Source: an optimization exercise on an open RTL-to-GDS flow (aim: small area and a short achievable clock period). Production flows keep margins and buffers that such runs may drop.
Function was checked by simulation only, so behaviour that the tests miss may differ from the original.

// weighted_mean
module weighted_mean #(
    parameter N_INPUT = 4,
    parameter SIZE = 32
) (
    input clk, reset, enable, reset_s,
    input [N_INPUT*SIZE-1:0] in,
    input [N_INPUT*SIZE-1:0] weight,
    output [31:0] mean
);
  wire one1, two2, neg3, pp4, pp5, pp6, pp7, pp8, pp9, pp10, pp11, pp12, pp13, pp14, pp15, pp16;
  wire pp17, pp18, pp19, pp20, pp21, pp22, pp23, pp24, pp25, pp26, pp27, pp28, pp29, pp30, pp31, pp32;
  wire pp33, pp34, pp35, one36, two37, neg38, pp39, pp40, pp41, pp42, pp43, pp44, pp45, pp46, pp47, pp48;
  wire pp49, pp50, pp51, pp52, pp53, pp54, pp55, pp56, pp57, pp58, pp59, pp60, pp61, pp62, pp63, pp64;
  wire pp65, pp66, pp67, pp68, one69, two70, neg71, pp72, pp73, pp74, pp75, pp76, pp77, pp78, pp79, pp80;
  wire pp81, pp82, pp83, pp84, pp85, pp86, pp87, pp88, pp89, pp90, pp91, pp92, pp93, pp94, pp95, pp96;
  wire pp97, pp98, pp99, one100, two101, neg102, pp103, pp104, pp105, pp106, pp107, pp108, pp109, pp110, pp111, pp112;
  wire pp113, pp114, pp115, pp116, pp117, pp118, pp119, pp120, pp121, pp122, pp123, pp124, pp125, pp126, pp127, pp128;
  wire one129, two130, neg131, pp132, pp133, pp134, pp135, pp136, pp137, pp138, pp139, pp140, pp141, pp142, pp143, pp144;
  wire pp145, pp146, pp147, pp148, pp149, pp150, pp151, pp152, pp153, pp154, pp155, one156, two157, neg158, pp159, pp160;
  wire pp161, pp162, pp163, pp164, pp165, pp166, pp167, pp168, pp169, pp170, pp171, pp172, pp173, pp174, pp175, pp176;
  wire pp177, pp178, pp179, pp180, one181, two182, neg183, pp184, pp185, pp186, pp187, pp188, pp189, pp190, pp191, pp192;
  ...
Settings: LEC_CHECK=0, ABC_AREA=1, CAP_MARGIN=20, CORE_MARGIN=2, CORE_UTILIZATION=50, PLACE_DENSITY=0.62, SLEW_MARGIN=20; clock period 92.0 ns.
standard.sh (not shown) runs the stock make flow with config.mk's settings and CLKGATE_MAP_FILE= SYNTH_SCRIPT=/design/flow/synth_recipe.tcl, a recipe that flattens the netlist after the stock synthesis.
==> flow/flow/run.sh <==
#!/bin/bash
# Standard ORFS layout with three changes:
#  1. after the standard synthesis, inverters between full-adder cells are pushed
#     through the (self-dual) adders and mostly removed (flow/fapol.py);
#  2. repair_timing is asked to leave extra setup slack (SETUP_SLACK_MARGIN), so the
#     resizer keeps working on the paths that set the achieved period;
#  3. the input and output ports are buffered with buf_2 cells instead of the
#     default delay buffer.
set -euo pipefail
export BUFFER_PORTS_ARGS="-buffer_cell sky130_fd_sc_hd__buf_2"
R=orfs/results/sky130hd/weighted_mean/base
bash standard.sh synth > make_synth.log 2>&1
cp $R/1_2_yosys.v $R/1_2_yosys_std.v
python3 flow/fapol.py $R/1_2_yosys_std.v $R/1_2_yosys.v > fapol.log 2>&1 || cp $R/1_2_yosys_std.v $R/1_2_yosys.v
touch $R/1_2_yosys.v
bash standard.sh finish SETUP_SLACK_MARGIN=40 > make.log 2>&1
Other scripts of this flow, unchanged in this note and not shown: flow/flow/fapol.py
Change:
==> flow/flow/run.sh (replaced) <==
#!/bin/bash
# Standard ORFS layout with two changes:
#  1. after the standard synthesis, inverters between full-adder cells are pushed
#     through the (self-dual) adders and mostly removed (flow/fapol.py);
#  2. repair_timing is asked to leave extra setup slack (SETUP_SLACK_MARGIN), so the
#     resizer keeps working on the paths that set the achieved period.
set -euo pipefail
R=orfs/results/sky130hd/weighted_mean/base
bash standard.sh synth > make_synth.log 2>&1
cp $R/1_2_yosys.v $R/1_2_yosys_std.v
python3 flow/fapol.py $R/1_2_yosys_std.v $R/1_2_yosys.v > fapol.log 2>&1 || cp $R/1_2_yosys_std.v $R/1_2_yosys.v
touch $R/1_2_yosys.v
bash standard.sh finish SETUP_SLACK_MARGIN=46 > make.log 2>&1
Effect: The new run completed with no timing, DRC or antenna violations; non-clock buffer count increases by 313; die area stays the same; synthesized cell count stays the same; worst setup slack gains 4.6 ns; final area increases by a little under a tenth; hold slack loses 0.0035 ns; area after synthesis is unchanged; wire length increases by a few percent; sequential share of layout area decreases by 0.19 points.
Change:
==> flow/flow/run.sh (replaced) <==
#!/bin/bash
# Standard ORFS layout with three changes:
#  1. after the standard synthesis, inverters between full-adder cells are pushed
#     through the (self-dual) adders and mostly removed (flow/fapol.py);
#  2. repair_timing is asked to leave extra setup slack (SETUP_SLACK_MARGIN), so the
#     resizer keeps working on the paths that set the achieved period;
#  3. the input and output ports are buffered with buf_2 cells instead of the
#     default delay buffer.
set -euo pipefail
export BUFFER_PORTS_ARGS="-buffer_cell sky130_fd_sc_hd__buf_2"
R=orfs/results/sky130hd/weighted_mean/base
bash standard.sh synth > make_synth.log 2>&1
cp $R/1_2_yosys.v $R/1_2_yosys_std.v
python3 flow/fapol.py $R/1_2_yosys_std.v $R/1_2_yosys.v > fapol.log 2>&1 || cp $R/1_2_yosys_std.v $R/1_2_yosys.v
touch $R/1_2_yosys.v
bash standard.sh finish SETUP_SLACK_MARGIN=42 > make.log 2>&1
- critical path depth came out higher by 8
- core utilization came out lower by 3.7 points
- worst setup slack degrades by 2.5 ns
Change:
--- a/flow/flow/run.sh
+++ b/flow/flow/run.sh
@@ -14,3 +14,3 @@
 python3 flow/fapol.py $R/1_2_yosys_std.v $R/1_2_yosys.v > fapol.log 2>&1 || cp $R/1_2_yosys_std.v $R/1_2_yosys.v
 touch $R/1_2_yosys.v
-bash standard.sh finish SETUP_SLACK_MARGIN=42 > make.log 2>&1
+bash standard.sh finish SETUP_SLACK_MARGIN=44 > make.log 2>&1
The changed run finished with timing, DRC and antenna clean.
Worst setup slack gains 1.4 ns.
Wire length went up by 0.49%.
Flip-flop and latch count does not change.
Change:
--- a/flow/flow/run.sh
+++ b/flow/flow/run.sh
@@ -14,3 +14,3 @@
 python3 flow/fapol.py $R/1_2_yosys_std.v $R/1_2_yosys.v > fapol.log 2>&1 || cp $R/1_2_yosys_std.v $R/1_2_yosys.v
 touch $R/1_2_yosys.v
-bash standard.sh finish SETUP_SLACK_MARGIN=44 > make.log 2>&1
+bash standard.sh finish SETUP_SLACK_MARGIN=46 > make.log 2>&1
- The new run completed without violations
- cell count rose by 1.2%
- worst setup slack improved by 1.1 ns
- routed wire length came out higher by 1.7%
- synthesized cell count stays the same
- sequential cell count is unchanged

[afterwards: timing with drivers on the ports]
In the flow no input, the clock included, has a driving cell. The finished layouts below were timed again as built, in two steps.
Step 1, drivers: a clkbuf_16 drives clk and a buf_2 each remaining input, both assumed.
Step 2 moves the port delays by t, midway between the first and last clock arrival at a register: inputs arrive t later, outputs are due t later. That takes back most of the time a late clock gives input paths.
Slacks: no drivers / after step 1 / after step 2; pairs: no drivers / after step 1.
run | t (ns) | slack for setup (ns) | worst hold slack (ns) | clock arrival spread, ns
the first run | 0.544 | 42.175 / 42.225 / 41.681 | 18.574 / 18.524 / 18.888 | 0.024 / 0.023
the second run | 0.538 | 46.729 / 46.660 / 46.619 | 18.571 / 18.522 / 19.061 | 0.018 / 0.017
the third run | 0.548 | 44.229 / 44.159 / 43.866 | 18.571 / 18.521 / 18.888 | 0.024 / 0.023
the fourth run | 0.544 | 45.672 / 45.598 / 45.401 | 18.578 / 18.526 / 18.889 | 0.022 / 0.022
the fifth run | 0.542 | 46.726 / 46.663 / 47.129 | 18.599 / 18.558 / 18.889 | 0.023 / 0.023
After both steps every run listed still meets setup and hold. For the first run, which loses most, drivers alone change the setup slack by +0.050 ns; drivers and shift together by -0.494 ns.
